Context: an optimization exercise on an open-source flow, tuned for small area. The choices shown serve that exercise and are no tape-out recipe. At most, simulation tests tie the RTL to the original design; equivalence was not proved. Function not checked in runs 1, 2 and 6: the RTL went through the layout flow alone. No activity file was given, so power comes from the tool's default toggle rates.

### flow/run.sh
#!/bin/bash
# The standard layout with two changes:
#  - after the standard synthesis, the combinational cells are re-mapped for
#    area by Yosys/ABC (flow/remap.ys, flow/remap.abc); the registers are
#    left as they are (same instances, names and cells);
#  - the port buffers are made from the smallest buffer cell.
# Placement, clock tree, routing and their timing repair are the standard
# flow's. Each tool's full output goes to a log file of its own here; ORFS
# keeps each step's log under orfs/logs/.
set -e
export BUFFER_PORTS_ARGS="-buffer_cell sky130_fd_sc_hd__buf_1"
LIB="$FLOW_HOME/platforms/sky130hd/lib/sky130_fd_sc_hd__tt_025C_1v80.lib"
awk -v keep=all  -f flow/libfilter.awk "$LIB" > rmp_lib.lib
awk -v keep=comb -f flow/libfilter.awk "$LIB" > rmp_comb.lib
awk -v keep=seq  -f flow/libfilter.awk "$LIB" > rmp_seq.lib
bash standard.sh synth > standard_synth.log 2>&1
cp orfs/results/sky130hd/demosaic_g_rb_top/base/1_2_yosys.v standard_synth_netlist.v
yosys -s flow/remap.ys > remap.log 2>&1
rm -f rmp_lib.lib rmp_comb.lib rmp_seq.lib
bash standard.sh > standard.log 2>&1
### flow/libfilter.awk
# Filter a liberty file by cell. Always drops the cells the platform marks
# don't-use (probe and lpflow cells). With -v keep=comb it also drops the
# sequential cells (ff, latch or statetable groups), with -v keep=seq the
# combinational ones; keep=all (the default) keeps both.
BEGIN { incell = 0; depth = 0; buf = ""; if (keep == "") keep = "all" }
{
	if (!incell && $0 ~ /^[ \t]*cell[ \t]*\(/) {
		incell = 1; depth = 0; buf = ""; seq = 0
		dontuse = ($0 ~ /sky130_fd_sc_hd__(lpflow_|probe)/)
	}
	if (!incell) { print; next }
	buf = buf $0 "\n"
	if ($0 ~ /^[ \t]*(ff|latch|statetable)[ \t]*\(/) seq = 1
	n = gsub(/\{/, "{"); m = gsub(/\}/, "}")
	depth += n - m
	if (depth <= 0 && (n > 0 || m > 0)) {
		incell = 0
		if (!dontuse && (keep == "all" || (keep == "comb" && !seq) || (keep == "seq" && seq)))
			printf "%s", buf
	}
}
### flow/remap.abc
strash
ifraig
dch -f
amap
mfs2
strash
dch -f
amap
topo
### flow/remap.ys
# Re-map the combinational cells of the standard synthesis for area. The
# registers are library cells read as black boxes, so they keep their
# instances, names and cell types; everything between them is flattened to
# logic and mapped again by ABC (flow/remap.abc) to rmp_lib.lib, the
# library without the platform's don't-use cells.
read_liberty -lib rmp_seq.lib
read_liberty -ignore_miss_func rmp_comb.lib
read_verilog orfs/results/sky130hd/demosaic_g_rb_top/base/1_2_yosys.v
hierarchy -check -top demosaic_g_rb_top
flatten
opt_clean -purge
abc -liberty rmp_lib.lib -script flow/remap.abc
opt_clean -purge
setundef -zero
hilomap -singleton -hicell sky130_fd_sc_hd__conb_1 HI -locell sky130_fd_sc_hd__conb_1 LO
splitnets
opt_clean -purge
read_liberty -lib -overwrite rmp_comb.lib
stat -liberty rmp_lib.lib
check -assert
write_verilog -noattr -noexpr -nohex -nodec orfs/results/sky130hd/demosaic_g_rb_top/base/1_2_yosys.v
### standard.sh
#!/bin/bash
# synth_recipe.tcl (not shown) runs the flow's synth.tcl, then flattens the netlist and writes it again
# the make line also repeats each setting of config.mk as NAME=value (left out here)
make -C /OpenROAD-flow-scripts/flow DESIGN_CONFIG=/design/flow/config.mk WORK_HOME=/design/flow/orfs CLKGATE_MAP_FILE= SYNTH_SCRIPT=/design/flow/synth_recipe.tcl "${@:-finish}"
### config.mk
export PLATFORM = sky130hd
export DESIGN_NAME = demosaic_g_rb_top
export DESIGN_NICKNAME = demosaic_g_rb_top
export VERILOG_FILES = /design/flow/design.v
export SDC_FILE = /design/flow/constraint.sdc
export NUM_CORES = 4
export LEC_CHECK = 0
export CAP_MARGIN = 20
export CORE_MARGIN = 2
export CORE_UTILIZATION = 60
export CTS_BUF_LIST = sky130_fd_sc_hd__clkbuf_16
export CTS_CLUSTER_DIAMETER = 90
export CTS_CLUSTER_SIZE = 26
export PLACE_DENSITY = 0.75
export SLEW_MARGIN = 20
### constraint.sdc
create_clock -name core_clock -period 4.5 [get_ports {clk}]
set_input_delay 0.9000 -clock core_clock [delete_from_list [all_inputs] [get_ports {clk}]]
set_output_delay 0.9000 -clock core_clock [all_outputs]
set_load 0.01 [all_outputs]
### design.v
module Demosaic_getBayer (
	input  wire       PCLK,
	input  wire       RSTN,
	input  wire       VSYNC,
	input  wire       HSYNC,
	input  wire [7:0] BAYERDATA,
	output wire       CAL_EN,
	output wire [7:0] O_DATA );
reg [8:0] j;
reg [1:0] st;
reg [7:0] o_data;
wire act = VSYNC & HSYNC;
assign CAL_EN = &st;
assign O_DATA = o_data;
always @(posedge PCLK or negedge RSTN) begin
	if (!RSTN) begin
		o_data <= 0;
		j <= 0;
		st <= 0;
	end
	else begin
		j <= VSYNC ? j + act : 9'd0;
		if (!VSYNC)
			st <= 0;
		else if (act && (&j) && !(&st))
			st <= st + 1'b1;
		if (act)
			o_data <= BAYERDATA;
		else if (VSYNC)
			o_data <= 0;
	end
end
endmodule
module Demosaic_pre_G_RB (
	input  wire       INCLK,
	input  wire       RSTN,
	input  wire       DATA_EN,
	input  wire       HSYNC,
	input  wire [7:0] DATA1,
	input  wire [7:0] DATA2,
	input  wire [7:0] DATA3,
	input  wire [7:0] DATA4,
	input  wire [7:0] DATA5,
	output wire [8:0] DV,       
	output wire [5:0] E2Q,      
	output wire [6:0] GS,       
	output wire [7:0] HA,
	output wire [7:0] HB,
	output wire [7:0] HC,
	output wire [6:0] H7,
	output wire [7:0] MID,
	output wire       O_EN );
wire en = DATA_EN & HSYNC;
reg [9:0] cntCol;
reg [9:0] cntLine;
reg o_en;
assign O_EN = o_en;
wire c1   = (cntCol == 10'd1);
wire c2   = (cntCol == 10'd2);
wire c3   = (cntCol == 10'd3);
wire cend = (cntCol == 10'd532);
reg cpm;
wire wrap = en & cend;
wire [9:0] colNext = wrap ? 10'd0 : cntCol + en;
always @(posedge INCLK) begin
	cpm <= (colNext == 10'd531);
end
always @(posedge INCLK or negedge RSTN) begin
	if (!RSTN) begin
		cntCol <= 0;
		cntLine <= 0;
		o_en <= 0;
	end
	else begin
		cntCol <= colNext;
		cntLine <= (wrap && cntLine == 10'd788) ? 10'd0 : cntLine + wrap;
		if (wrap) o_en <= 0;
		else if (en && c2) o_en <= 1;
	end
end
wire l01  = (cntLine == 10'd0) || (cntLine == 10'd1);
wire l0   = (cntLine == 10'd0);
wire l787 = (cntLine == 10'd787);
wire l786 = (cntLine == 10'd786);
wire [7:0] s1 = l01 ? DATA5 : DATA1;
wire [7:0] s2 = l0 ? DATA4 : DATA2;
wire [7:0] s4 = l787 ? DATA2 : DATA4;
wire [7:0] s5 = (l787 || l786) ? DATA1 : DATA5;
wire [7:0] tuu = c2 ? DATA1 : s1;
wire [7:0] tup = c2 ? DATA2 : s2;
wire [7:0] tdn = (c1 || c2) ? s4 : DATA4;
wire [7:0] tdd = (c1 || c2) ? s5 : DATA5;
reg [7:0] uu2, up2, dn2, dd2;
reg [7:0] e1_1, e2_1, ud_1;
reg [6:0] gs_1;
reg [8:0] dv_0;
reg [5:0] e2q_0;
reg [6:0] gs_0;
reg [7:0] mid, right, rr;
reg [7:0] ha, hb, hc;
reg [6:0] h7;
wire [7:0] pm = cpm ? right : rr;
wire [7:0] gsum = up2 + dn2;
wire [7:0] e2s = e1_1 + e2_1;
wire [7:0] xn = absd(right, DATA3);
wire [7:0] msum = mid + rr;
always @(posedge INCLK) begin
	if (!en) begin
		mid <= 0; right <= 0; rr <= 0;
		ha <= 0; hb <= 0; hc <= 0; h7 <= 0;
	end
	else begin
		rr <= DATA3;
		right <= rr;
		mid <= right;
		if (!cend) begin
			ha <= hc;
			hb <= c3 ? xn : ha;
			hc <= xn;
			h7 <= msum[7:1];
		end
	end
end
reg v2, v1, v0;
always @(posedge INCLK) begin
	v2 <= en;
	v1 <= en & v2;
	v0 <= en & v1;
	uu2 <= tuu; up2 <= tup; dn2 <= tdn; dd2 <= tdd;
	e1_1 <= absd(pm, uu2);
	e2_1 <= absd(pm, dd2);
	ud_1 <= absd(up2, dn2);
	gs_1 <= gsum[7:1];
	dv_0 <= {1'b0, ud_1} + {1'b0, e2s};
	e2q_0 <= e2s[7:2];
	gs_0 <= gs_1;
end
assign DV = dv_0 & {9{v0}};
assign E2Q = e2q_0 & {6{v0}};
assign GS = gs_0 & {7{v0}};
assign HA = ha;
assign HB = hb;
assign HC = hc;
assign H7 = h7;
assign MID = mid;
function [7:0] absd;
	input [7:0] a;
	input [7:0] b;
	reg [8:0] d;
	begin
		d = {1'b0, a} - {1'b0, b};
		absd = d[8] ? -d[7:0] : d[7:0];
	end
endfunction
endmodule
module Demosaic_calG_RB (
	input  wire        INCLK,
	input  wire        RSTN,
	input  wire        IN_EN,
	input  wire [8:0]  DV,
	input  wire [5:0]  E2Q,
	input  wire [6:0]  GS,
	input  wire [7:0]  HA,
	input  wire [7:0]  HB,
	input  wire [7:0]  HC,
	input  wire [6:0]  H7,
	input  wire [7:0]  MID,
	output wire        O_EN,
	output wire [23:0] O_DATA );
localparam st_Rb = 2'b10, st_Rg = 2'b11, st_B = 2'b01, st_G = 2'b00;
reg [1:0] st;
wire isR = st[1];
wire isG = ~st[1] & ~st[0];
wire G_Ostatus = st[0];
reg [8:0] cntCol;
reg [9:0] cntLine;
wire is_even = |cntLine;
wire colWrap = IN_EN & (&cntCol);
reg [7:0] mid;
reg [7:0] G_temp;
reg l1, l2, l3, l4, o_en;
reg RGB1;
always @(posedge INCLK or negedge RSTN) begin
	if (!RSTN)
		st <= st_Rb;
	else if (IN_EN) begin
		if (isR)
			st <= st_G;
		else if (st[0])
			st <= colWrap ? st_Rb : st_G;
		else
			st <= is_even ? st_B : st_Rg;
	end
end
always @(posedge INCLK or negedge RSTN) begin
	if (!RSTN) begin
		cntCol <= 0;
		cntLine <= 0;
	end
	else begin
		cntCol <= cntCol + IN_EN;
		cntLine <= (colWrap && cntLine == 10'd767) ? 10'd0 : cntLine + colWrap;
	end
end
always @(posedge INCLK) begin
	if (IN_EN && !isG) begin
		mid <= MID;
		RGB1 <= isR;
	end
end
always @(posedge INCLK or negedge RSTN) begin
	if (!RSTN)
		G_temp <= 0;
	else if (l1 && G_Ostatus)
		G_temp <= mid;
end
wire [7:0] b2 = HB + HC;
wire [9:0] dH = {2'b0, HA} + {2'b0, b2};
wire hsel = dH > {1'b0, DV};
wire [5:0] opA = hsel ? E2Q : b2[7:2];
wire [6:0] opB = hsel ? H7 : GS;
reg [5:0] A1;
reg [6:0] B1;
reg [7:0] R2, R3, R4;
reg [7:0] G0, G1, G2, Gd;
reg r1, r2, r3;
always @(posedge INCLK) begin
	A1 <= opA; B1 <= opB; R2 <= {2'b0, A1} + {1'b0, B1}; R3 <= R2; R4 <= R3;
	G0 <= G_temp; G1 <= G0; G2 <= G1; Gd <= G2;
	r1 <= RGB1; r2 <= r1; r3 <= r2;
end
reg GO0, GO1, GO2, GO3;
reg m2, m0;
reg [7:0] lane1;
always @(posedge INCLK or negedge RSTN) begin
	if (!RSTN) begin
		l1 <= 0; l2 <= 0; l3 <= 0; l4 <= 0; o_en <= 0;
		GO0 <= 0; GO1 <= 0; GO2 <= 0; GO3 <= 0;
		m2 <= 0; m0 <= 0; lane1 <= 0;
	end
	else begin
		l1 <= IN_EN; l2 <= l1; l3 <= l2; l4 <= l3; o_en <= l4;
		GO0 <= G_Ostatus; GO1 <= GO0; GO2 <= GO1; GO3 <= GO2;
		m0 <= r3 & o_en;
		m2 <= o_en & !r3 & !GO3;
		lane1 <= (o_en & (r3 | !GO3)) ? R4 : (GO3 ? G2 : 8'd0);
	end
end
assign O_EN = o_en;
assign O_DATA = {Gd & {8{m2}}, lane1, Gd & {8{m0}}};
endmodule
module demosaic_g_rb_top (
	input  wire        clk,
	input  wire        rstn,
	input  wire        vsync,
	input  wire        hsync,
	input  wire [7:0]  bayer_data,
	output wire [7:0]  lb_wdata,
	input  wire [7:0]  lb_tap1,
	input  wire [7:0]  lb_tap2,
	input  wire [7:0]  lb_tap3,
	input  wire [7:0]  lb_tap4,
	input  wire [7:0]  lb_tap5,
	output wire        o_en,
	output wire [23:0] o_data
);
wire cal_en;
wire pre_en;
wire [8:0] dv;
wire [5:0] e2q;
wire [6:0] gs;
wire [7:0] ha, hb, hc, mid;
wire [6:0] h7;
Demosaic_getBayer getBayer (
	.PCLK(clk), .RSTN(rstn), .VSYNC(vsync), .HSYNC(hsync),
	.BAYERDATA(bayer_data), .CAL_EN(cal_en), .O_DATA(lb_wdata));
Demosaic_pre_G_RB pre (
	.INCLK(clk), .RSTN(rstn), .DATA_EN(cal_en), .HSYNC(hsync),
	.DATA1(lb_tap1), .DATA2(lb_tap2), .DATA3(lb_tap3), .DATA4(lb_tap4), .DATA5(lb_tap5),
	.DV(dv), .E2Q(e2q), .GS(gs),
	.HA(ha), .HB(hb), .HC(hc), .H7(h7), .MID(mid),
	.O_EN(pre_en));
Demosaic_calG_RB calG (
	.INCLK(clk), .RSTN(rstn), .IN_EN(pre_en),
	.DV(dv), .E2Q(e2q), .GS(gs),
	.HA(ha), .HB(hb), .HC(hc), .H7(h7), .MID(mid),
	.O_EN(o_en), .O_DATA(o_data));
endmodule
==> results of run 1 <==
## worst max-delay path: stages, from the launching register on
cell      delay, ns
dfxtp_1        0.36
clkinv_1       0.11
o22ai_1        0.23
nor2_1         0.09
a21oi_1        0.17
nor2_1         0.10
a21oi_2        0.14
nor2_1         0.07
a21oi_1        0.22
o22ai_1        0.20
nor2_1         0.19
a21oi_2        0.07
a21oi_1        0.19
nand2_1        0.08
o21ai_0        0.16
a21oi_1        0.11
o21bai_1       0.18
nand2_1        0.10
o21ai_0        0.12
nor2_1         0.15
nor2_1         0.08
o311a_1        0.12
o21ai_1        0.17
clkinv_1       0.08
buf_4          0.20
a32o_1         0.28
## sequential cells by signal, summed over array words and instances, names as in the netlist, 9 cells and up
| name | cells |
|---|---|
| calG.cntLine | 10 |
| pre.dv_0 | 9 |
| getBayer.j | 9 |
| pre.cntLine | 10 |
| calG.cntCol | 9 |
| pre.cntCol | 10 |
## routing by layer
layer | track usage (%) | wire length [µm]
met5 | 0 | 0
met4 | 5.37 | 504
met3 | 3.06 | 817
met2 | 41.4 | 11300
met1 | 29.5 | 10700
## cell type report
class / instances / area [µm²]
inverter: 174 / 653
fill: 1563 / 6290
clock inverter: 9 / 55.1
multi-input combinational: 859 / 4490
sequential: 313 / 6800
timing repair buffer: 97 / 417
clock buffer: 17 / 425
tap: 265 / 332
## power by group through the flow
stage	clock network [W]	logic (W)	registers, W
finish	0.00158	0.000360	0.00296
global route	0.00172	0.000422	0.00297
floorplan	0	0.000257	0.00301
global placement	0	0.000348	0.00302
detailed placement	0	0.000358	0.00302
CTS	0.00162	0.000360	0.00296
## how the worst max path moves through the flow
stage,end,cells past startpoint,slack [ns]
5_1_grt,calG.A1[2]$_DFF_P_,26,-0.05
3_3_place_gp,pre.e2_1[7]$_DFF_P_,26,0.25
2_1_floorplan,pre.cntLine[9]$_DFF_PN0_,18,0.05
3_5_place_dp,pre.e1_1[7]$_DFF_P_,24,0.01
4_1_cts,pre.e2_1[7]$_DFF_P_,26,0.07
6_report,calG.A1[0]$_DFF_P_,25,0.42
## stage by stage
stage               instance area, µm²  hold slack (ns)
floorplan                        11900            0.310
global placement                 12600            0.310
detailed placement               12600            0.312
CTS                              13100            0.333
global route                     13200            0.337
finish                           13200            0.333
==> flow_summary.toml, run 1 <==
[status]
status = "finished clean"

[finish]
area_delta_synth_final_pct = 10.9
final_cell_mix = "258 x nor2_1, 215 x dfxtp_1, 174 x clkinv_1"
final_common_cell = "nor2_1"
antennaDiodeCount = 0
fin_nets = 1513
fin_cells = 1734
layout-drive-gt1-share_pct = 3.34
utilization_pct = 67.7

[route]
dr_total_vias = 9175
drc = 0
dr.pass1.iters = 5
first_iter_violations = 440
antenna_left = 0
routed_wl_um = 23300
routed_via_density = 5.29
wl_per_cell_um = 13.4

[synthesis]
yosys_warnings = 3
synth_area_um2 = 11900
synth_nets = 1398
netlist_instances = 1346
avgSynthCellArea_um2 = 8.82

[power]
pwr-share-clk_pct = 32.2
max-vdd-ir-drop_mv = 0.295
power_per_cell_area_nw_per_um2 = 372
swShare_pct = 23.5
p_sw_w = 0.00115
leakagePower_nw = 4.97
totalPowerFinal_w = 0.00490
pwr-share-comb_pct = 7.4
power_frac_seq_pct = 60.4
p_int_w = 0.00375

[setup_path]
startpoint = "pre.hc[1]$_SDFFE_PN0P_"
endpoint_kind = "flop"
critical_path_class = "reg2reg"
crit_path_start_kind = "flop"
r2r_cells = 25
worstPathMaxFanout = 18
worstPathArrival_ns = 4.48
r2r_slack_ns = 0.42
worstPathRequired_ns = 4.90
r2r-start = "pre.hc[1]$_SDFFE_PN0P_"
worstReg2RegEnd = "calG.A1[0]$_DFF_P_"

[die]
num_rows = 51
fp.dieH_um = 145
die_area_um2 = 20900
core_area_um2 = 19500
initial_utilization_pct = 61.0
die_w_um = 145
ioPinCount = 85

[placement]
dp_hpwl_um = 17300
portBuffers = 84
pre_cts_slack_ns = 0.0137
place_congestion = 0.865
dp_cells = 1708

[clocking]
cts_max_path_buffers = 3
holdBufCountCts = 0
cts_num_sinks = 313
cts_tree = "done"
htreeDepth = 1
post_cts_buffers = 0
cts-root-buf = "clkbuf_16"
clk_pin_slew_worst_paths_ns = 0.10
cts_made_buffers = 16
cts_resized = 1
clk_latency_ns = 0.51

[grt]
grt_max_degree = 68
grt_overflow = 0
antenna_found_initial = 0
grtUsageTotal_pct = 23.0
grt_pass1_vias = 8322
grt_pass1_wl_um = 38600

[sta]
finalSetupTns_ns = 0
slew_headroom_pct = 41.6
hold_viol = 0
worst_pin_slew_ns = 0.876
finalClockSkew_ns = 0.0230
drv_slew = 0
finalCritPeriodShare_pct = 90.7
setup_viol_count_final = 0
max_freq_mhz = 245
setup_ws_ns = 0.420
period_minus_slack_ns = 4.08

[hold_path]
whs_path_depth = 0
min_to = "calG.G2[3]$_DFF_P_"
min_path_type = "reg2reg"
holdCritStartpoint = "calG.G1[3]$_DFF_P_"

[run]
cap_violations = 0
==> inputs of run 2 (changes only) <==
--- a/design.v
+++ b/design.v
@@ -220,11 +220,10 @@
 wire [5:0] opA = hsel ? E2Q : b2[7:2];
 wire [6:0] opB = hsel ? H7 : GS;
-reg [5:0] A1;
-reg [6:0] B1;
-reg [7:0] R2, R3, R4;
+wire [7:0] resG = {2'b0, opA} + {1'b0, opB};
+reg [7:0] R1, R2, R3, R4;
 reg [7:0] G0, G1, G2, Gd;
 reg r1, r2, r3;
 always @(posedge INCLK) begin
-	A1 <= opA; B1 <= opB; R2 <= {2'b0, A1} + {1'b0, B1}; R3 <= R2; R4 <= R3;
+	R1 <= resG; R2 <= R1; R3 <= R2; R4 <= R3;
 	G0 <= G_temp; G1 <= G0; G2 <= G1; Gd <= G2;
 	r1 <= RGB1; r2 <= r1; r3 <= r2;
==> run 2 against run 1 <==
The layout now fails its checks (setup timing). Via count grew 4.7%. Synthesized cell count shrank 0.74%. Register-to-register slack lost 0.54 ns. Largest cell class unchanged. Highest routed layer unchanged.
==> flow_summary.toml, run 2 <==
[power]
power_per_cell_area_nw_per_um2 = 346
max-vdd-ir-drop_mv = 0.255
leakagePower_nw = 5.24

[clocking]
cts_tree = "done"
cts-root-buf = "clkbuf_16"
cts_num_sinks = 308
cts_made_buffers = 15
htreeDepth = 1
cts_max_path_buffers = 3
holdBufCountCts = 0
clk_pin_slew_worst_paths_ns = 0.09
clk_latency_ns = 0.50

[grt]
grtUsageTotal_pct = 23.6
grt_pass1_vias = 8701
grt_max_degree = 63
grt_pass1_wl_um = 39300
antenna_found_initial = 0
grt_overflow = 0

[sta]
rsz0062_at_grt = "yes"
finalCritPeriodShare_pct = 103
finalSetupTns_ns = -0.376
finalClockSkew_ns = 0.0220
slew_headroom_pct = 40.8
max_freq_mhz = 216
period_minus_slack_ns = 4.62
hold_viol = 0
setup_ws_ns = -0.122
setup_viol_count_final = 4
drv_slew = 0
worst_pin_slew_ns = 0.888

[route]
drc = 0
routed_via_density = 5.42
dr.pass1.iters = 5
antenna_left = 0
wl_per_cell_um = 13.8
routed_wl_um = 24400
dr_total_vias = 9607
first_iter_violations = 498

[finish]
antennaDiodeCount = 0
fin_nets = 1553
final_cell_mix = "256 x nor2_1, 206 x dfxtp_1, 169 x clkinv_1"
layout-drive-gt1-share_pct = 10.7
area_delta_synth_final_pct = 16.8
utilization_pct = 70.9
largestRegisters = "calG.cntLine: 10 flops, pre.cntCol: 10 flops, pre.cntLine: 10 flops"
final_common_cell = "nor2_1"
fin_cells = 1774
final_cell_area_um2 = 13700

[die]
die_w_um = 144
ioPinCount = 85
fp.dieH_um = 144
initial_utilization_pct = 60.7
core_area_um2 = 19300
die_area_um2 = 20700
num_rows = 51

[setup_path]
critical_path_class = "reg2reg"
worstPathRequired_ns = 4.89
endpoint_kind = "flop"
path_buf_inv = 3
cpMostUsedCell = "a21oi_2"
slowest_stage = "dfxtp_4"
cp_top_family = "compound AO/OA/AOI/OAI gates"
crit_path_start_kind = "flop"
cpPeakStageDelay_ns = 0.37
worstPathArrival_ns = 5.01
worstPathMaxFanout = 6

[synthesis]
synth_nets = 1388
netlist_instances = 1336
yosys_warnings = 3
synth_area_um2 = 11700
avgSynthCellArea_um2 = 8.79

[placement]
dp_cells = 1734
portBuffers = 84
dp_hpwl_um = 17600
place_congestion = 0.881
place_area_um2 = 12800
pre_cts_slack_ns = -0.224

[hold_path]
min_path_type = "reg2reg"

[status]
failed_checks = "setup timing"
status = "failed layout checks"

[run]
cap_violations = 0
[run 2: per-layer routing]
layer  GRT usage [%]  share of wire (%)  vias up
li1                -                  -     4948
met1            28.7                 43     4386
met2            43.5                 51      221
met3            3.03                3.9       52
met4            7.07                2.7        0
met5               0                  0        -
[run 2: per-stage QoR]
step	power [W]	hold slack [ns]
5_1_grt	0.00495	0.332
2_1_floorplan	0.00321	0.310
6_report	0.00475	0.331
3_3_place_gp	0.00332	0.310
4_1_cts	0.00478	0.329
3_5_place_dp	0.00333	0.312
[run 2: worst paths after layout]
path	slack (ns)	startpoint	to	cells past startpoint
setup reg to reg	-0.12	pre.hc[1]$_SDFFE_PN0P_	calG.R1[6]$_DFF_P_	34
max in group asynchronous	3.11	rstn	calG.lane1[4]$_DFF_PN0_	2
hold reg to reg	0.33	calG.R3[2]$_DFF_P_	calG.R4[2]$_DFF_P_	0
min in group asynchronous	0.52	rstn	getBayer.o_data[2]$_DFFE_PN0P_	1
setup / recovery	-0.12	pre.hc[1]$_SDFFE_PN0P_	calG.R1[6]$_DFF_P_	34
hold / removal	0.33	calG.R3[2]$_DFF_P_	calG.R4[2]$_DFF_P_	0
[run 2: power by group]
group | leakage, nW | switching, W | internal [W] | total, W
sequential | 2.94 | 0.0000564 | 0.00286 | 0.00292
combinational | 2.06 | 0.000225 | 0.000135 | 0.000359
clock | 0.244 | 0.000822 | 0.000653 | 0.00147
total | 5.24 | 0.00110 | 0.00365 | 0.00475
[run 2: worst register-to-register path, delay by kind of cell, from the launching register on]
kind,cells,cell delay [ns]
flops,1,0.37
buf+inv,3,0.38
compound gates,19,2.33
simple gates,12,1.40
[run 2: area by class of cell]
type / count / area [µm²]
flip-flops and latches: 308 / 6710
fillers: 1491 / 5620
multi-input cells: 851 / 4730
repair buffers: 148 / 811
inverters: 177 / 688
clock buffers: 16 / 400
well taps: 265 / 332
clock inverters: 9 / 38.8
[run 2: repair_timing]
| action | CTS | global route |
|---|---|---|
| buffers inserted | 6 | 10 |
| resized for setup | 44 | 49 |
| setup endpoints to repair | 3 | 16 |
| pin swaps | 16 | 22 |
==> inputs of run 3 (changes only) <==
--- a/design.v
+++ b/design.v
@@ -92,5 +92,5 @@
 wire [7:0] tdd = (c1 || c2) ? s5 : DATA5;
 reg [7:0] uu2, up2, dn2, dd2;
-reg [7:0] e1_1, e2_1, ud_1;
+reg [7:0] e2_1, ud_1;
 reg [6:0] gs_1;
 reg [8:0] dv_0;
@@ -102,5 +102,4 @@
 wire [7:0] pm = cpm ? right : rr;
 wire [7:0] gsum = up2 + dn2;
-wire [7:0] e2s = e1_1 + e2_1;
 wire [7:0] xn = absd(right, DATA3);
 wire [7:0] msum = mid + rr;
@@ -128,10 +127,9 @@
 	v0 <= en & v1;
 	uu2 <= tuu; up2 <= tup; dn2 <= tdn; dd2 <= tdd;
-	e1_1 <= absd(pm, uu2);
-	e2_1 <= absd(pm, dd2);
+	e2_1 <= absd(pm, uu2) + absd(pm, dd2);
 	ud_1 <= absd(up2, dn2);
 	gs_1 <= gsum[7:1];
-	dv_0 <= {1'b0, ud_1} + {1'b0, e2s};
-	e2q_0 <= e2s[7:2];
+	dv_0 <= {1'b0, ud_1} + {1'b0, e2_1};
+	e2q_0 <= e2_1[7:2];
 	gs_0 <= gs_1;
 end
@@ -220,10 +218,11 @@
 wire [5:0] opA = hsel ? E2Q : b2[7:2];
 wire [6:0] opB = hsel ? H7 : GS;
-wire [7:0] resG = {2'b0, opA} + {1'b0, opB};
-reg [7:0] R1, R2, R3, R4;
+reg [5:0] A1;
+reg [6:0] B1;
+reg [7:0] R2, R3, R4;
 reg [7:0] G0, G1, G2, Gd;
 reg r1, r2, r3;
 always @(posedge INCLK) begin
-	R1 <= resG; R2 <= R1; R3 <= R2; R4 <= R3;
+	A1 <= opA; B1 <= opB; R2 <= {2'b0, A1} + {1'b0, B1}; R3 <= R2; R4 <= R3;
 	G0 <= G_temp; G1 <= G0; G2 <= G1; Gd <= G2;
 	r1 <= RGB1; r2 <= r1; r3 <= r2;
--- a/config.mk
+++ b/config.mk
@@ -12,4 +12,5 @@
 export CTS_CLUSTER_DIAMETER = 90
 export CTS_CLUSTER_SIZE = 26
+export GPL_TIMING_DRIVEN = 0
 export PLACE_DENSITY = 0.75
 export SLEW_MARGIN = 20
==> run 3 against run 2 <==
Total power shrank 0.52%. Global-route usage shrank 1.2 points. Combinational power grew 5%. Now clean on timing, DRC and antenna. Largest cell class unchanged.
==> flow_summary.toml, run 3 <==
[setup_path]
worstPathRequired_ns = 4.91
critical_path_class = "reg2reg"
r2r-start = "pre.cpm$_DFF_P_"
slowest_stage = "dfxtp_4"
endpoint_kind = "flop"
r2r_slack_ns = 0.11
path_buf_inv = 3
worstReg2RegEnd = "pre.e2_1[7]$_DFF_P_"
cpPeakStageDelay_ns = 0.38
worstPathArrival_ns = 4.80
cp_top_family = "compound AO/OA/AOI/OAI gates"
crit_path_start_kind = "flop"
worstPathMaxFanout = 8
r2r_cells = 30
cpMostUsedCell = "nor2_1"

[hold_path]
min_path_type = "reg2reg"
holdCritStartpoint = "calG.R2[1]$_DFF_P_"
min_to = "calG.R3[1]$_DFF_P_"
whs_path_depth = 0

[synthesis]
synth_area_um2 = 11600
yosys_warnings = 3
avgSynthCellArea_um2 = 8.80
netlist_instances = 1322
synth_nets = 1374

[finish]
largestRegisters = "calG.cntLine: 10 flops, pre.cntCol: 10 flops, pre.cntLine: 10 flops"
fin_nets = 1492
area_delta_synth_final_pct = 12.5
fin_cells = 1707
final_cell_mix = "240 x nor2_1, 207 x dfxtp_1, 155 x clkinv_1"
layout-drive-gt1-share_pct = 5.53
final_common_cell = "nor2_1"
n_fill_cell = 1580
antennaDiodeCount = 0

[sta]
rsz0062_at_grt = "yes"
finalClockSkew_ns = 0.0227
finalCritPeriodShare_pct = 97.6
period_minus_slack_ns = 4.39
worst_pin_slew_ns = 0.977
max_freq_mhz = 228
setup_ws_ns = 0.108
setup_viol_count_final = 0
drv_slew = 0
slew_headroom_pct = 34.4
hold_viol = 0

[clocking]
cts_max_path_buffers = 3
cts_made_buffers = 15
holdBufCountCts = 0
htreeDepth = 1
cts_num_sinks = 305
cts-root-buf = "clkbuf_16"
cts_tree = "done"
clk_pin_slew_worst_paths_ns = 0.10
clk_latency_ns = 0.50

[run]
cap_violations = 0

[die]
num_rows = 50
die_area_um2 = 20500
ioPinCount = 85
fp.dieH_um = 143
initial_utilization_pct = 61.6
die_w_um = 143
core_area_um2 = 18900

[route]
wl_per_cell_um = 13.1
top_layer_used = "met4"
wl_met2_um = 10800
dr_total_vias = 9159
antenna_left = 0
first_iter_violations = 411
dr.pass1.iters = 5
routed_via_density = 5.37
wl_met1_um = 9990
routed_wl_um = 22400
dr_wl_met3_um = 899
drc = 0

[grt]
antenna_found_initial = 0
grt_pass1_vias = 8296
grtUsageTotal_pct = 22.3
grt_pass1_wl_um = 37300
grt_overflow = 0
grt_max_degree = 33

[power]
power_per_cell_area_nw_per_um2 = 361
leakagePower_nw = 4.97
max-vdd-ir-drop_mv = 0.320

[placement]
pre_cts_slack_ns = -1.06
place_congestion = 0.878
dp_hpwl_um = 16400
portBuffers = 84
dp_cells = 1670

[status]
status = "finished clean"
run 3: area by class of cell:
class	instances	area, µm²	share of cell area, %
multi-input cells	856	4610	35.2
well taps	260	325	2.49
clock inverters	9	43.8	0.335
repair buffers	101	477	3.64
inverters	161	613	4.69
clock buffers	15	375	2.87
flip-flops and latches	305	6640	50.8
run 3: per-layer routing:
layer,vias to the layer above,GRT usage [%]
met4,0,7.59
met2,169,39.3
met1,4133,28.4
met3,41,3.02
met5,-,0
li1,4816,-
run 3: per-stage QoR:
step | instance area [µm²] | utilization [%] | hold slack (ns) | power (W) | TNS [ns]
finish | 13100 | 69.2 | 0.330 | 0.00473 | 0
global route | 13100 | 69.2 | 0.339 | 0.00494 | -0.424
CTS | 12900 | 68.1 | 0.332 | 0.00475 | -0.121
detailed placement | 12300 | 65.4 | 0.312 | 0.00332 | -3.75
global placement | 12300 | 65.0 | 0.311 | 0.00330 | -98.10
floorplan | 11600 | - | 0.310 | 0.00320 | 0
run 3: how the worst max path moves through the flow:
| stage | depth (start not counted) | from | endpoint |
|---|---|---|---|
| CTS | 33 | pre.cpm$_DFF_P_ | pre.e2_1[7]$_DFF_P_ |
| detailed placement | 28 | pre.cpm$_DFF_P_ | pre.e2_1[7]$_DFF_P_ |
| global route | 33 | pre.cpm$_DFF_P_ | pre.e2_1[7]$_DFF_P_ |
| finish | 30 | pre.cpm$_DFF_P_ | pre.e2_1[7]$_DFF_P_ |
| floorplan | 30 | pre.cpm$_DFF_P_ | pre.e2_1[7]$_DFF_P_ |
| global placement | 9 | pre.cntCol[6]$_DFF_PN0_ | pre.dn2[6]$_DFF_P_ |
run 3: repair_timing:
action | in CTS | in global routing
pin swaps | 1 | 14
gates resized for setup | 24 | 45
setup buffers | 2 | 11
setup endpoints to repair | 11 | 23
run 3: power by group:
part           switching [W]  internal [W]  total, W
Clock               0.000822      0.000620   0.00144
Sequential         0.0000662       0.00284   0.00291
Combinational       0.000227      0.000151  0.000378
Total                0.00112       0.00361   0.00473
==> inputs of run 4 (changes only) <==
--- a/config.mk
+++ b/config.mk
@@ -12,5 +12,4 @@
 export CTS_CLUSTER_DIAMETER = 90
 export CTS_CLUSTER_SIZE = 26
-export GPL_TIMING_DRIVEN = 0
 export PLACE_DENSITY = 0.75
 export SLEW_MARGIN = 20
==> run 4 against run 3 <==
Still clean on timing, DRC and antenna. Sequential power barely moved. Maximum frequency rose by 5.5%. Worst setup slack improved by 0.23 ns. Non-clock buffer count rose by 8. Sequential cell count did not move. Global-route usage rose by 1.3 points. Via count rose by 0.33%. Count of clock-buffer cells in the layout did not move. First-iteration DRC count rose by 7.1%. Critical endpoint unchanged. Largest power group unchanged. Highest routed layer unchanged.
==> flow_summary.toml, run 4 <==
[status]
status = "finished clean"

[clocking]
clk_pin_slew_worst_paths_ns = 0.10
cts_max_path_buffers = 3
htreeDepth = 1
cts_made_buffers = 15
clk_latency_ns = 0.50
cts-root-buf = "clkbuf_16"
cts_tree = "done"
cts_num_sinks = 305

[run]
cap_violations = 0

[sta]
finalCritPeriodShare_pct = 92.5
setup_viol_count_final = 0
finalClockSkew_ns = 0.0141
setup_ws_ns = 0.335
hold_viol = 0
drv_slew = 0
period_minus_slack_ns = 4.16
max_freq_mhz = 240
slew_headroom_pct = 49.1
worst_pin_slew_ns = 0.761

[setup_path]
r2r_cells = 30
slowest_stage = "dfxtp_4"
cp_top_family = "compound AO/OA/AOI/OAI gates"
endpoint_kind = "flop"
cpPeakStageDelay_ns = 0.40
critical_path_class = "reg2reg"
crit_cells = 30
worstPathMaxFanout = 6
crit_path_start_kind = "flop"
startpoint = "pre.cpm$_DFF_P_"
worstPathRequired_ns = 4.93
r2r-start = "pre.cpm$_DFF_P_"
r2r_slack_ns = 0.34
path_buf_inv = 3
cpMostUsedCell = "nor2_1"
critPathCapture = "pre.e2_1[7]$_DFF_P_"
worstReg2RegEnd = "pre.e2_1[7]$_DFF_P_"
worstPathArrival_ns = 4.60

[synthesis]
synth_area_um2 = 11600
synth_nets = 1374
avgSynthCellArea_um2 = 8.80
yosys_warnings = 3
netlist_instances = 1322

[finish]
layout-drive-gt1-share_pct = 5.63
fin_cells = 1716
fin_nets = 1500
largestRegisters = "calG.cntLine: 10 flops, pre.cntCol: 10 flops, pre.cntLine: 10 flops"
antennaDiodeCount = 0
final_common_cell = "nor2_1"
utilization_pct = 69.0
final_cell_mix = "240 x nor2_1, 207 x dfxtp_1, 155 x clkinv_1"
area_delta_synth_final_pct = 12.1
n_fill_cell = 1573

[grt]
grt_pass1_vias = 8451
grt_pass1_wl_um = 39300
grtUsageTotal_pct = 23.6
grt_max_degree = 49
antenna_found_initial = 0
grt_overflow = 0

[hold_path]
whs_path_depth = 0
min_path_type = "reg2reg"

[route]
drc = 0
wl_per_cell_um = 13.7
routed_via_density = 5.35
first_iter_violations = 440
dr.pass1.iters = 5
antenna_left = 0
routed_wl_um = 23500
dr_total_vias = 9189

[die]
ioPinCount = 85
core_area_um2 = 18900
die_w_um = 143
initial_utilization_pct = 61.6
fp.dieH_um = 143
num_rows = 50
die_area_um2 = 20500

[power]
power_per_cell_area_nw_per_um2 = 361
leakagePower_nw = 4.99
max-vdd-ir-drop_mv = 0.298

[placement]
place_congestion = 0.913
dp_cells = 1688
pre_cts_slack_ns = -0.0437
dp_hpwl_um = 17400
portBuffers = 84
[run 4: cell type report]
type | instances | area, µm² | area share, %
Clock buffer | 15 | 375 | 2.88
Clock inverter | 10 | 45.0 | 0.345
Inverter | 161 | 607 | 4.65
Multi-Input combinational cell | 856 | 4540 | 34.8
Sequential cell | 305 | 6640 | 50.9
Tap cell | 260 | 325 | 2.49
Timing Repair Buffer | 109 | 507 | 3.89
[run 4: worst reg2reg max path: cells and delay by family, from the launching register on]
family	cells	cell delay [ns]
buf+inv	3	0.33
simple gates	14	1.44
compound gates	13	1.94
flops	1	0.40
[run 4: how the worst min path moves through the flow]
stage,startpoint,endpoint,slack (ns)
floorplan,calG.G0[0]$_DFF_P_,calG.G1[0]$_DFF_P_,0.31
global placement,calG.G1[5]$_DFF_P_,calG.G2[5]$_DFF_P_,0.31
detailed placement,calG.G0[1]$_DFF_P_,calG.G1[1]$_DFF_P_,0.31
CTS,pre.gs_1[4]$_DFF_P_,pre.gs_0[4]$_DFF_P_,0.32
global route,pre.gs_1[6]$_DFF_P_,pre.gs_0[6]$_DFF_P_,0.32
finish,pre.gs_1[6]$_DFF_P_,pre.gs_0[6]$_DFF_P_,0.32
[run 4: where the power goes]
| group | switching (W) | internal [W] |
|---|---|---|
| Clock | 0.000807 | 0.000618 |
| Combinational | 0.000230 | 0.000151 |
| Sequential | 0.0000671 | 0.00284 |
| Total | 0.00110 | 0.00361 |
[run 4: through the flow]
step                TNS (ns)  hold slack [ns]  total power [W]  instance area [µm²]
finish                     0            0.323          0.00471                13000
global route         -0.0723            0.325          0.00492                13000
CTS                        0            0.323          0.00474                12900
detailed placement   -0.0437            0.312          0.00333                12400
global placement           0            0.310          0.00332                12400
floorplan                  0            0.310          0.00320                11600
[run 4: per-layer routing]
layer  share of wire, %  track usage, %
met4                2.1            5.78
met2                 49            42.9
met5                  0               0
met1                 45            30.1
met3                4.1            2.82
[run 4: timing repair]
| action | 4_1_cts | 5_1_grt |
|---|---|---|
| pin swaps | 0 | 6 |
| setup buffers | 0 | 3 |
| gates resized for setup | 7 | 52 |
| hold buffers | 0 | 0 |
| endpoints found under the setup margin | 1 | 11 |
==> inputs of run 5 (changes only) <==
--- a/config.mk
+++ b/config.mk
@@ -8,8 +8,8 @@
 export CAP_MARGIN = 20
 export CORE_MARGIN = 2
-export CORE_UTILIZATION = 60
+export CORE_UTILIZATION = 70
 export CTS_BUF_LIST = sky130_fd_sc_hd__clkbuf_16
 export CTS_CLUSTER_DIAMETER = 90
 export CTS_CLUSTER_SIZE = 26
-export PLACE_DENSITY = 0.75
+export PLACE_DENSITY = 0.85
 export SLEW_MARGIN = 20
==> run 5 against run 4 <==
Still clean. Synthesized cell count stayed put. Sequential cell count is the same. Critical path depth rose by 1. Non-clock buffer count decreased by 1. Clock power about the same. Critical path type unchanged. Largest cell class unchanged.
==> flow_summary.toml, run 5 <==
[synthesis]
synth_nets = 1374
avgSynthCellArea_um2 = 8.80
netlist_instances = 1322
synth_area_um2 = 11600
yosys_warnings = 3

[setup_path]
startpoint = "pre.cpm$_DFF_P_"
worstReg2RegEnd = "pre.e2_1[7]$_DFF_P_"
crit_path_start_kind = "flop"
r2r_cells = 31
cpMostUsedCell = "nor2_1"
worstPathArrival_ns = 4.57
cpPeakStageDelay_ns = 0.39
r2r_slack_ns = 0.35
worstPathRequired_ns = 4.92
worstPathMaxFanout = 5
endpoint_kind = "flop"
slowest_stage = "dfxtp_4"
r2r-start = "pre.cpm$_DFF_P_"
critical_path_class = "reg2reg"

[finish]
regArea_um2 = 6640
fin_nets = 1499
final_cell_area_um2 = 13000
n_fill_cell = 1114
layout-drive-gt1-share_pct = 5.30
area_delta_synth_final_pct = 11.7
largestRegisters = "calG.cntLine: 10 flops, pre.cntCol: 10 flops, pre.cntLine: 10 flops"
antennaDiodeCount = 0
final_common_cell = "nor2_1"
multi_input_area_um2 = 4540
utilization_pct = 79.2
final_cell_mix = "239 x nor2_1, 207 x dfxtp_1, 155 x clkinv_1"

[placement]
place_area_um2 = 12400
pre_cts_slack_ns = -0.0453
portBuffers = 84
dp_hpwl_um = 17400
place_congestion = 0.919

[power]
max-vdd-ir-drop_mv = 0.402
leakagePower_nw = 4.98
power_per_cell_area_nw_per_um2 = 364

[clocking]
holdBufCountCts = 0
htreeDepth = 1
cts_made_buffers = 15
cts_tree = "done"
cts_max_path_buffers = 3
cts_num_sinks = 305
clk_latency_ns = 0.50
clk_pin_slew_worst_paths_ns = 0.10
cts-root-buf = "clkbuf_16"

[die]
die_w_um = 133
core_area_um2 = 16400
fp.dieH_um = 133
initial_utilization_pct = 70.9
ioPinCount = 85
num_rows = 47
die_area_um2 = 17700

[grt]
antenna_found_initial = 1
grt_pass1_vias = 8791
grt_pass1_wl_um = 40400
grt_max_degree = 53
grt_overflow = 0
grtUsageTotal_pct = 27.8

[sta]
drv_slew = 0
hold_viol = 0
finalCritPeriodShare_pct = 92.2
finalClockSkew_ns = 0.0185
max_freq_mhz = 241
period_minus_slack_ns = 4.15
setup_ws_ns = 0.349
setup_viol_count_final = 0
slew_headroom_pct = 50.7
worst_pin_slew_ns = 0.737
rsz0062_at_grt = "yes"

[route]
routed_via_density = 5.61
antenna_left = 0
routed_wl_um = 24100
drc = 0
wl_per_cell_um = 14.4
dr.pass1.iters = 5
dr_total_vias = 9390
first_iter_violations = 536

[hold_path]
holdCritStartpoint = "pre.gs_1[6]$_DFF_P_"
whs_path_depth = 0
min_path_type = "reg2reg"
min_to = "pre.gs_0[6]$_DFF_P_"

[run]
cap_violations = 0

[status]
status = "finished clean"
[run 5: area by class of cell]
class / instances / area share (%)
sequential: 305 / 51.1
multi-input combinational: 856 / 34.9
inverter: 161 / 4.67
timing repair buffer: 108 / 3.84
clock buffer: 16 / 3.08
tap: 220 / 2.12
clock inverter: 7 / 0.250
[run 5: worst max path at each step]
stage	end	cells past startpoint
after floorplan	pre.e2_1[7]$_DFF_P_	30
after global routing	pre.e2_1[7]$_DFF_P_	31
after detailed placement	pre.e2_1[7]$_DFF_P_	31
final	pre.e2_1[7]$_DFF_P_	31
after global placement	pre.e2_1[7]$_DFF_P_	30
after CTS	pre.e2_1[7]$_DFF_P_	30
[run 5: where the power goes]
group	switching [W]	internal [W]	leakage, nW	total (W)
Clock	0.000799	0.000651	0.232	0.00145
Sequential	0.0000685	0.00284	2.91	0.00291
Combinational	0.000230	0.000147	1.84	0.000377
Total	0.00110	0.00364	4.98	0.00474
[run 5: repair_timing]
| item | CTS | global route |
|---|---|---|
| setup buffers | 0 | 3 |
| resized for setup | 5 | 55 |
| pin swaps | 0 | 5 |
| setup endpoints to repair | 1 | 17 |
| endpoints found under the hold margin | 0 | 0 |
[run 5: critical path: cells and delay by family (launching register included)]
kind                   cells  cell delay [ns]
AO/OA/AOI/OAI             15             2.10
buffers and inverters      2             0.20
AND/OR/NAND/NOR           14             1.40
flip-flops                 1             0.39
[run 5: through the flow]
step / total power (W) / setup TNS [ns] / instances / hold slack [ns]
after CTS: 0.00475 / 0 / 1670 / 0.324
after global routing: 0.00492 / -0.0818 / 1673 / 0.329
after detailed placement: 0.00333 / -0.0453 / 1647 / 0.312
final: 0.00474 / 0 / 1673 / 0.319
after floorplan: 0.00320 / 0 / 1322 / 0.310
after global placement: 0.00331 / 0 / 1647 / 0.310
[run 5: routing by layer]
metal,GRT usage [%],part of all wire [%]
met1,34.5,43
met3,3.75,4.2
met4,7.53,2.4
met5,0,0.062
met2,51.0,51
==> inputs of run 6 (changes only) <==
--- a/design.v
+++ b/design.v
@@ -59,10 +59,16 @@
 wire c2   = (cntCol == 10'd2);
 wire c3   = (cntCol == 10'd3);
-wire cend = (cntCol == 10'd532);
-reg cpm;
+reg cend, cpm;
 wire wrap = en & cend;
 wire [9:0] colNext = wrap ? 10'd0 : cntCol + en;
-always @(posedge INCLK) begin
-	cpm <= (colNext == 10'd531);
+always @(posedge INCLK or negedge RSTN) begin
+	if (!RSTN) begin
+		cend <= 0;
+		cpm <= 0;
+	end
+	else begin
+		cend <= (colNext == 10'd532);
+		cpm <= (colNext == 10'd531);
+	end
 end
 always @(posedge INCLK or negedge RSTN) begin
--- a/config.mk
+++ b/config.mk
@@ -8,8 +8,8 @@
 export CAP_MARGIN = 20
 export CORE_MARGIN = 2
-export CORE_UTILIZATION = 70
+export CORE_UTILIZATION = 60
 export CTS_BUF_LIST = sky130_fd_sc_hd__clkbuf_16
 export CTS_CLUSTER_DIAMETER = 90
 export CTS_CLUSTER_SIZE = 26
-export PLACE_DENSITY = 0.85
+export PLACE_DENSITY = 0.75
 export SLEW_MARGIN = 20
==> run 6 against run 5 <==
Sequential power hardly changed. Final area grew 1.9%. Critical path depth down 3. Still clean. Count of clock-buffer cells in the layout is 1 lower.
==> flow_summary.toml, run 6 <==
[power]
pwr-share-clk_pct = 30.3
power_per_cell_area_nw_per_um2 = 359
swShare_pct = 23.7
pwr-share-comb_pct = 8.2
p_sw_w = 0.00112
max-vdd-ir-drop_mv = 0.300
power_frac_seq_pct = 61.5
leakagePower_nw = 4.98
p_int_w = 0.00362

[clocking]
cts_num_sinks = 306
clk_pin_slew_worst_paths_ns = 0.10
htreeDepth = 1
cts_tree = "done"
cts-root-buf = "clkbuf_16"
cts_made_buffers = 15
cts_max_path_buffers = 3
holdBufCountCts = 0
clk_latency_ns = 0.50

[grt]
grt_pass1_wl_um = 38900
antenna_found_initial = 0
grt_overflow = 0
grtUsageTotal_pct = 23.1
grt_pass1_vias = 8472
grt_max_degree = 61

[route]
routed_via_density = 5.45
antenna_left = 0
drc = 0
dr_total_vias = 9426
dr.pass1.iters = 5
wl_per_cell_um = 13.7
first_iter_violations = 480
routed_wl_um = 23700

[placement]
dp_hpwl_um = 17400
place_congestion = 0.907
dp_cells = 1701
portBuffers = 84

[die]
core_area_um2 = 19300
die_w_um = 144
fp.dieH_um = 144
ioPinCount = 85
die_area_um2 = 20700
num_rows = 51
initial_utilization_pct = 60.6

[sta]
slew_headroom_pct = 45.0
hold_slack_ns = 0.325
finalClockSkew_ns = 0.0141
setup_viol_count_final = 0
finalCritPeriodShare_pct = 93.7
finalSetupTns_ns = 0
max_freq_mhz = 237
drv_slew = 0
hold_viol = 0
period_minus_slack_ns = 4.22
worst_pin_slew_ns = 0.822

[finish]
n_fill_cell = 1577
final_cell_mix = "237 x nor2_1, 207 x dfxtp_1, 166 x clkinv_1"
final_common_cell = "nor2_1"
utilization_pct = 68.5
layout-drive-gt1-share_pct = 7.03
area_delta_synth_final_pct = 13.0
largestRegisters = "calG.cntLine: 10 flops, pre.cntCol: 10 flops, pre.cntLine: 10 flops"
antennaDiodeCount = 0
fin_cells = 1730
fin_nets = 1510

[setup_path]
cpPeakStageDelay_ns = 0.44
slowest_stage = "dfrtp_1"
crit_cells = 28
r2r_slack_ns = 0.28
endpoint_kind = "flop"
worstPathRequired_ns = 4.93
path_buf_inv = 4
worstReg2RegEnd = "pre.e2_1[7]$_DFF_P_"
worstPathMaxFanout = 6
cp_top_family = "compound AO/OA/AOI/OAI gates"
critPathCapture = "pre.e2_1[7]$_DFF_P_"
r2r_cells = 28
crit_path_start_kind = "flop"
critical_path_class = "reg2reg"
worstPathArrival_ns = 4.65
startpoint = "pre.cpm$_DFF_PN0_"
cpMostUsedCell = "nor2_1"
r2r-start = "pre.cpm$_DFF_PN0_"

[synthesis]
synth_area_um2 = 11700
netlist_instances = 1326
avgSynthCellArea_um2 = 8.83
yosys_warnings = 3
synth_nets = 1378

[hold_path]
min_path_type = "reg2reg"

[status]
status = "finished clean"

[run]
cap_violations = 0
[run 6: power groups by stage]
stage | registers, W | logic (W) | clock network [W]
6_report | 0.00292 | 0.000391 | 0.00144
5_1_grt | 0.00293 | 0.000452 | 0.00156
4_1_cts | 0.00292 | 0.000369 | 0.00147
3_5_place_dp | 0.00298 | 0.000364 | 0
3_3_place_gp | 0.00298 | 0.000352 | 0
2_1_floorplan | 0.00296 | 0.000253 | 0
[run 6: cell type report]
| type | instances | area (µm²) | area share (%) |
|---|---|---|---|
| clock buffers | 15 | 375 | 2.84 |
| clock inverters | 9 | 41.3 | 0.312 |
| inverters | 172 | 649 | 4.91 |
| multi-input cells | 848 | 4610 | 34.9 |
| flip-flops and latches | 306 | 6670 | 50.4 |
| well taps | 265 | 332 | 2.51 |
| repair buffers | 115 | 556 | 4.20 |
[run 6: worst min-delay path by stage]
| stage | startpoint | end | slack, ns | depth (start not counted) |
|---|---|---|---|---|
| floorplan | calG.G0[0]$_DFF_P_ | calG.G1[0]$_DFF_P_ | 0.31 | 0 |
| global placement | calG.G0[4]$_DFF_P_ | calG.G1[4]$_DFF_P_ | 0.31 | 0 |
| detailed placement | calG.G1[2]$_DFF_P_ | calG.G2[2]$_DFF_P_ | 0.31 | 0 |
| CTS | pre.gs_1[4]$_DFF_P_ | pre.gs_0[4]$_DFF_P_ | 0.32 | 0 |
| global route | pre.gs_1[6]$_DFF_P_ | pre.gs_0[6]$_DFF_P_ | 0.33 | 0 |
| finish | pre.gs_1[6]$_DFF_P_ | pre.gs_0[6]$_DFF_P_ | 0.33 | 0 |
[run 6: what timing repair did]
item                       in CTS  in global routing
setup buffers                   0                  5
pin swaps                       0                 13
setup endpoints to repair       1                 17
gates resized for setup         6                 74
[run 6: worst reg2reg max path, delay by kind of cell (launching register included)]
family	cells	cell delay (ns)
simple gates	10	1.09
buf+inv	4	0.59
flops	1	0.44
compound gates	14	2.04
[run 6: metrics by stage]
stage,total power (W),setup slack [ns],cell area [µm²]
2_1_floorplan,0.00321,0.0527,11700
6_report,0.00475,0.283,13200
3_3_place_gp,0.00333,0.0720,12600
3_5_place_dp,0.00334,-0.155,12600
4_1_cts,0.00476,0.00517,13000
5_1_grt,0.00495,-0.113,13200
[run 6: per-layer routing]
layer  track usage [%]  part of all wire, %  vias to the layer above
li1                  -                    -                     4884
met1              30.2                   45                     4283
met2              40.6                   48                      213
met3              2.53                  4.0                       46
met4              7.22                  2.7                        0
met5                 0                    0                        -
==> inputs of run 7 (changes only) <==
--- a/design.v
+++ b/design.v
@@ -59,16 +59,10 @@
 wire c2   = (cntCol == 10'd2);
 wire c3   = (cntCol == 10'd3);
-reg cend, cpm;
+wire cend = (cntCol == 10'd532);
+reg cpm;
 wire wrap = en & cend;
 wire [9:0] colNext = wrap ? 10'd0 : cntCol + en;
-always @(posedge INCLK or negedge RSTN) begin
-	if (!RSTN) begin
-		cend <= 0;
-		cpm <= 0;
-	end
-	else begin
-		cend <= (colNext == 10'd532);
-		cpm <= (colNext == 10'd531);
-	end
+always @(posedge INCLK) begin
+	cpm <= (colNext == 10'd531);
 end
 always @(posedge INCLK or negedge RSTN) begin
--- a/flow/run.sh
+++ b/flow/run.sh
@@ -4,5 +4,6 @@
 #    area by Yosys/ABC (flow/remap.ys, flow/remap.abc); the registers are
 #    left as they are (same instances, names and cells);
-#  - the port buffers are made from the smallest buffer cell.
+#  - the port buffers are made from the smallest buffer cell;
+#  - the clock tree is built without dummy loads.
 # Placement, clock tree, routing and their timing repair are the standard
 # flow's. Each tool's full output goes to a log file of its own here; ORFS
@@ -10,4 +11,6 @@
 set -e
 export BUFFER_PORTS_ARGS="-buffer_cell sky130_fd_sc_hd__buf_1"
+# the standard clock tree settings, without dummy loads
+export CTS_ARGS="-sink_clustering_enable -repair_clock_nets -sink_clustering_size 26 -sink_clustering_max_diameter 90 -buf_list sky130_fd_sc_hd__clkbuf_16 -dont_use_dummy_load"
 LIB="$FLOW_HOME/platforms/sky130hd/lib/sky130_fd_sc_hd__tt_025C_1v80.lib"
 awk -v keep=all  -f flow/libfilter.awk "$LIB" > rmp_lib.lib
==> run 7 against run 6 <==
Via count is 2.9% lower. Final cell count is 1.4% lower. Final area is 1.8% lower. Wire length down 1.0%. Register-to-register slack better by 0.07 ns. Still clean. Synthesized area decreased by 0.70%. Hold slack got worse by 0.024 ns. Largest power group unchanged. Worst setup slack improved by 0.066 ns. Critical endpoint unchanged. First-iteration DRC count is 10% lower. Count of clock-buffer cells in the layout is the same.
==> flow_summary.toml, run 7 <==
[finish]
area_delta_synth_final_pct = 11.7
largestRegisters = "calG.cntLine: 10 flops, pre.cntCol: 10 flops, pre.cntLine: 10 flops"
n_fill_cell = 1578
fin_nets = 1500
antennaDiodeCount = 0
final_cell_area_um2 = 13000
final_cell_mix = "240 x nor2_1, 207 x dfxtp_1, 155 x clkinv_1"
final_common_cell = "nor2_1"
fin_cells = 1706
layout-drive-gt1-share_pct = 5.46

[setup_path]
cpPeakStageDelay_ns = 0.39
worstPathRequired_ns = 4.92
worstPathArrival_ns = 4.57
path_buf_inv = 3
endpoint_kind = "flop"
r2r_slack_ns = 0.35
worstPathMaxFanout = 6
cp_top_family = "compound AO/OA/AOI/OAI gates"
cpMostUsedCell = "nor2_1"
crit_path_start_kind = "flop"
slowest_stage = "dfxtp_4"
critical_path_class = "reg2reg"

[die]
fp.dieH_um = 143
num_rows = 50
die_area_um2 = 20500
core_area_um2 = 18900
initial_utilization_pct = 61.6
die_w_um = 143
ioPinCount = 85

[clocking]
cts-root-buf = "clkbuf_16"
clk_latency_ns = 0.50
cts_num_sinks = 305
holdBufCountCts = 0
htreeDepth = 1
clk_pin_slew_worst_paths_ns = 0.10
cts_tree = "done"
cts_max_path_buffers = 3
cts_made_buffers = 15

[power]
leakagePower_nw = 4.94
max-vdd-ir-drop_mv = 0.283
power_per_cell_area_nw_per_um2 = 359
totalPowerFinal_w = 0.00466

[placement]
portBuffers = 84
place_area_um2 = 12400
pre_cts_slack_ns = -0.0437
place_congestion = 0.913
dp_hpwl_um = 17400
dp_cells = 1688

[sta]
worst_pin_slew_ns = 0.783
period_minus_slack_ns = 4.15
hold_viol = 0
finalCritPeriodShare_pct = 92.3
max_freq_mhz = 241
slew_headroom_pct = 47.6
finalSetupTns_ns = 0
setup_viol_count_final = 0
setup_ws_ns = 0.348
finalClockSkew_ns = 0.0355
drv_slew = 0

[synthesis]
netlist_instances = 1322
synth_nets = 1374
avgSynthCellArea_um2 = 8.80
synth_area_um2 = 11600
yosys_warnings = 3

[grt]
grt_overflow = 0
grt_max_degree = 49
grtUsageTotal_pct = 23.5
grt_pass1_wl_um = 39100
grt_pass1_vias = 8443
antenna_found_initial = 0

[route]
dr_total_vias = 9157
first_iter_violations = 432
routed_via_density = 5.37
routed_wl_um = 23500
antenna_left = 0
wl_per_cell_um = 13.7
dr.pass1.iters = 7
drc = 0

[hold_path]
min_path_type = "reg2reg"

[status]
status = "finished clean"

[run]
cap_violations = 0
[run 7: power breakdown]
| group | switching, W | leakage [nW] | total (W) | internal [W] |
|---|---|---|---|---|
| Clock | 0.000774 | 0.185 | 0.00138 | 0.000601 |
| Combinational | 0.000229 | 1.85 | 0.000380 | 0.000151 |
| Sequential | 0.0000675 | 2.91 | 0.00291 | 0.00284 |
| Total | 0.00107 | 4.94 | 0.00466 | 0.00359 |
[run 7: per-layer routing]
layer | up-vias | part of all wire [%] | global-route usage [%]
met4 | 0 | 2.1 | 5.78
met3 | 38 | 4.0 | 2.82
met5 | - | 0 | 0
met2 | 213 | 49 | 42.6
li1 | 4791 | - | -
met1 | 4115 | 45 | 30.0
[run 7: area by class of cell]
type | instances | area [µm²] | share of cell area, %
flip-flops and latches | 305 | 6640 | 51.1
well taps | 260 | 325 | 2.50
clock buffers | 15 | 375 | 2.89
multi-input cells | 856 | 4540 | 34.9
repair buffers | 109 | 507 | 3.90
inverters | 161 | 607 | 4.67
[run 7: metrics by stage]
step	utilization [%]	hold slack, ns
after global placement	65.9	0.310
after CTS	68.0	0.307
after detailed placement	65.9	0.312
after global routing	68.8	0.309
after floorplan	-	0.310
final	68.8	0.301
[run 7: final timing paths]
| check | from | endpoint | cells past startpoint |
|---|---|---|---|
| max in group asynchronous | rstn | calG.lane1[2]$_DFF_PN0_ | 2 |
| setup reg to reg | pre.cpm$_DFF_P_ | pre.e2_1[7]$_DFF_P_ | 30 |
| setup / recovery | pre.cpm$_DFF_P_ | pre.e2_1[7]$_DFF_P_ | 30 |
| hold / removal | pre.gs_1[6]$_DFF_P_ | pre.gs_0[6]$_DFF_P_ | 0 |
| hold reg to reg | pre.gs_1[6]$_DFF_P_ | pre.gs_0[6]$_DFF_P_ | 0 |
| min in group asynchronous | rstn | getBayer.o_data[5]$_DFFE_PN0P_ | 1 |
[run 7: what timing repair did]
action                                  CTS  global route
buffers inserted                          0             3
gates resized for setup                   7            52
endpoints found under the hold margin     0             0
pin swaps                                 0             6
endpoints found under the setup margin    1            10
==> inputs of run 8 (changes only) <==
==> flow/run.sh (replaced) <==
#!/bin/bash
# The standard layout with two changes:
#  - after the standard synthesis, the combinational cells are re-mapped for
#    area by Yosys/ABC (flow/remap.ys with each script flow/remap*.abc; the
#    smallest result is kept); the registers are left as they are (same
#    instances, names and cells);
#  - the port buffers are made from the smallest buffer cell.
# Placement, clock tree, routing and their timing repair are the standard
# flow's. Each tool's full output goes to a log file of its own here; ORFS
# keeps each step's log under orfs/logs/.
set -e
export BUFFER_PORTS_ARGS="-buffer_cell sky130_fd_sc_hd__buf_1"
LIB="$FLOW_HOME/platforms/sky130hd/lib/sky130_fd_sc_hd__tt_025C_1v80.lib"
awk -v keep=all  -f flow/libfilter.awk "$LIB" > rmp_lib.lib
awk -v keep=comb -f flow/libfilter.awk "$LIB" > rmp_comb.lib
awk -v keep=seq  -f flow/libfilter.awk "$LIB" > rmp_seq.lib
bash standard.sh synth > standard_synth.log 2>&1
cp orfs/results/sky130hd/demosaic_g_rb_top/base/1_2_yosys.v standard_synth_netlist.v
# try each ABC script in flow/remap*.abc and keep the smallest netlist
best=""
for s in flow/remap*.abc; do
	n=$(basename "$s" .abc)
	cp "$s" remap.abc
	yosys -s flow/remap.ys > "$n.log" 2>&1
	mv remap_out.v "$n.v"
	a=$(grep "Chip area" "$n.log" | tail -1 | awk '{print $NF}')
	echo "$n $a" >> remap_areas.log
	if [ -z "$best" ] || awk -v a="$a" -v b="$barea" 'BEGIN { exit !(a < b) }'; then
		best="$n"; barea="$a"
	fi
done
echo "kept $best" >> remap_areas.log
cp "$best.v" orfs/results/sky130hd/demosaic_g_rb_top/base/1_2_yosys.v
rm -f rmp_lib.lib rmp_comb.lib rmp_seq.lib
bash standard.sh > standard.log 2>&1
==> flow/remap.ys (replaced) <==
# Re-map the combinational cells of the standard synthesis for area. The
# registers are library cells read as black boxes, so they keep their
# instances, names and cell types; everything between them is flattened to
# logic and mapped again by ABC (remap.abc, one of flow/remap*.abc) to
# rmp_lib.lib, the library without the platform's don't-use cells.
read_liberty -lib rmp_seq.lib
read_liberty -ignore_miss_func rmp_comb.lib
read_verilog standard_synth_netlist.v
hierarchy -check -top demosaic_g_rb_top
flatten
opt_clean -purge
abc -liberty rmp_lib.lib -script remap.abc
opt_clean -purge
setundef -zero
hilomap -singleton -hicell sky130_fd_sc_hd__conb_1 HI -locell sky130_fd_sc_hd__conb_1 LO
splitnets
opt_clean -purge
read_liberty -lib -overwrite rmp_comb.lib
stat -liberty rmp_lib.lib
check -assert
write_verilog -noattr -noexpr -nohex -nodec remap_out.v
==> flow/remap0.abc (new file) <==
strash
dch -f
amap
mfs2
strash
dch -f
amap
topo
==> flow/remap1.abc (new file) <==
strash
ifraig
dch -f
amap
mfs2
strash
dch -f
amap
topo
==> flow/remap2.abc (new file) <==
strash
ifraig
dc2
dch -f
amap
mfs2
strash
ifraig
dch -f
amap
mfs2
strash
dch -f
amap
topo
==> flow/remap3.abc (new file) <==
strash
dch -f
amap
mfs2
strash
dch -f
amap
mfs2
strash
dch -f
amap
mfs2
strash
dch -f
amap
topo
--- a/config.mk
+++ b/config.mk
@@ -13,3 +13,4 @@
 export CTS_CLUSTER_SIZE = 26
 export PLACE_DENSITY = 0.75
+export SETUP_SLACK_MARGIN = -0.15
 export SLEW_MARGIN = 20
removed: flow/remap.abc
==> run 8 against run 7 <==
Still clean. Clock power up 3%. Final cell count fell by 1.0%. Wire length is 3.5% lower. Count of clock-buffer cells in the layout stayed put. Largest cell class unchanged. Largest power group unchanged.
==> flow_summary.toml, run 8 <==
[finish]
final_common_cell = "nor2_1"
area_delta_synth_final_pct = 10.9
final_cell_mix = "239 x nor2_1, 207 x dfxtp_1, 148 x clkinv_1"
antennaDiodeCount = 0
fin_nets = 1475
layout-drive-gt1-share_pct = 3.99
largestRegisters = "calG.cntLine: 10 flops, pre.cntCol: 10 flops, pre.cntLine: 10 flops"
fin_cells = 1689
utilization_pct = 68.1
final_cell_area_um2 = 12800

[placement]
portBuffers = 84
place_area_um2 = 12300
place_congestion = 0.873
dp_cells = 1664
dp_hpwl_um = 16900

[setup_path]
worstPathRequired_ns = 4.90
cpMostUsedCell = "nor2_1"
cpPeakStageDelay_ns = 0.26
path_buf_inv = 3
worstPathMaxFanout = 6
crit_path_start_kind = "input port"
cp_top_family = "compound AO/OA/AOI/OAI gates"
critical_path_class = "in2reg"
endpoint_kind = "flop"

[clocking]
cts_made_buffers = 15
cts-root-buf = "clkbuf_16"
htreeDepth = 1
clk_latency_ns = 0.49
cts_max_path_buffers = 3
cts_num_sinks = 305
cts_tree = "done"
holdBufCountCts = 0
clk_pin_slew_worst_paths_ns = 0.10

[power]
power_per_cell_area_nw_per_um2 = 365
max-vdd-ir-drop_mv = 0.283
totalPowerFinal_w = 0.00468

[sta]
hold_viol = 0
slew_headroom_pct = 46.4
worst_pin_slew_ns = 0.805
max_freq_mhz = 239
period_minus_slack_ns = 4.18
finalClockSkew_ns = 0.0106
setup_viol_count_final = 0
finalCritPeriodShare_pct = 92.9
finalSetupTns_ns = 0

[die]
fp.dieH_um = 143
ioPinCount = 85
initial_utilization_pct = 61.4
die_area_um2 = 20400
die_w_um = 143
num_rows = 50
core_area_um2 = 18800

[route]
routed_via_density = 5.33
wl_per_cell_um = 13.4
first_iter_violations = 458
antenna_left = 0
drc = 0
dr.pass1.iters = 5
routed_wl_um = 22600

[status]
status = "finished clean"

[run]
cap_violations = 0

[grt]
grt_pass1_wl_um = 37500
grt_overflow = 0
antenna_found_initial = 0
grt_pass1_vias = 8232
grt_max_degree = 62

[synthesis]
synth_area_um2 = 11600
synth_nets = 1357
netlist_instances = 1305
avgSynthCellArea_um2 = 8.86
yosys_warnings = 3
==> run 8: what timing repair did <==
| item | in CTS | in global routing |
|---|---|---|
| gates resized for setup | 1 | 33 |
| setup endpoints to repair | 1 | 9 |
| setup buffers | 1 | 1 |
| pin swaps | 0 | 2 |
==> run 8: stage by stage <==
step	hold slack [ns]	setup slack, ns
global placement	0.310	0.0148
detailed placement	0.312	-0.135
CTS	0.333	-0.0902
finish	0.330	0.319
global route	0.337	-0.233
floorplan	0.310	-0.0957
==> run 8: final timing paths <==
| check | from | endpoint | slack (ns) | depth (start not counted) |
|---|---|---|---|---|
| max reg2reg | pre.hc[1]$_SDFFE_PN0P_ | calG.B1[0]$_DFF_P_ | 0.32 | 24 |
| min reg2reg | pre.gs_1[2]$_DFF_P_ | pre.gs_0[2]$_DFF_P_ | 0.33 | 0 |
| min in group asynchronous | rstn | calG.cntLine[0]$_DFF_PN0_ | 0.52 | 1 |
| max | lb_tap3[0] | pre.hc[7]$_SDFFE_PN0P_ | 0.32 | 24 |
| min | pre.gs_1[2]$_DFF_P_ | pre.gs_0[2]$_DFF_P_ | 0.33 | 0 |
| max in group asynchronous | rstn | pre.cntCol[8]$_DFF_PN0_ | 3.09 | 2 |
==> run 8: area by class of cell <==
| type | count | area [µm²] |
|---|---|---|
| Tap cell | 260 | 325 |
| Clock inverter | 8 | 32.5 |
| Inverter | 152 | 574 |
| Timing Repair Buffer | 101 | 447 |
| Multi-Input combinational cell | 848 | 4430 |
| Fill cell | 1524 | 6010 |
| Clock buffer | 15 | 375 |
| Sequential cell | 305 | 6640 |
==> run 8: power by group <==
group	internal, W	switching (W)	total, W
clock network	0.000614	0.000806	0.00142
registers	0.00284	0.0000642	0.00291
logic	0.000139	0.000217	0.000356
total	0.00359	0.00109	0.00468
==> run 8: worst register-to-register path, stage by stage (launching register included) <==
cell	delay (ns)
dfxtp_1	0.37
clkinv_1	0.10
o22ai_1	0.21
nor2_1	0.08
a21oi_1	0.23
o22ai_1	0.16
nand2_1	0.12
o21ai_0	0.16
a21oi_1	0.26
clkinv_1	0.13
o22ai_1	0.16
nand2_1	0.09
o21ai_0	0.10
nand2_1	0.09
o21ai_0	0.12
o21a_1	0.21
o21a_1	0.12
a21oi_1	0.04
nor2_1	0.11
o31a_1	0.14
a21oi_1	0.03
nor2b_1	0.13
nor2_1	0.21
clkinvlp_4	0.31
a32o_1	0.37
==> run 8: routing by layer <==
metal | track usage, % | wire [µm]
met1 | 29.6 | 10500
met2 | 40.1 | 10900
met3 | 2.25 | 735
met4 | 5.68 | 409
met5 | 0 | 0

Check on run 8: ideal ports give 0.319 ns setup slack; a clkbuf_16 on the clock port and buf_2 on the inputs give 0.324 ns; moving port delays by the midpoint clock arrival (0.530 ns) as well gives -0.189 ns.
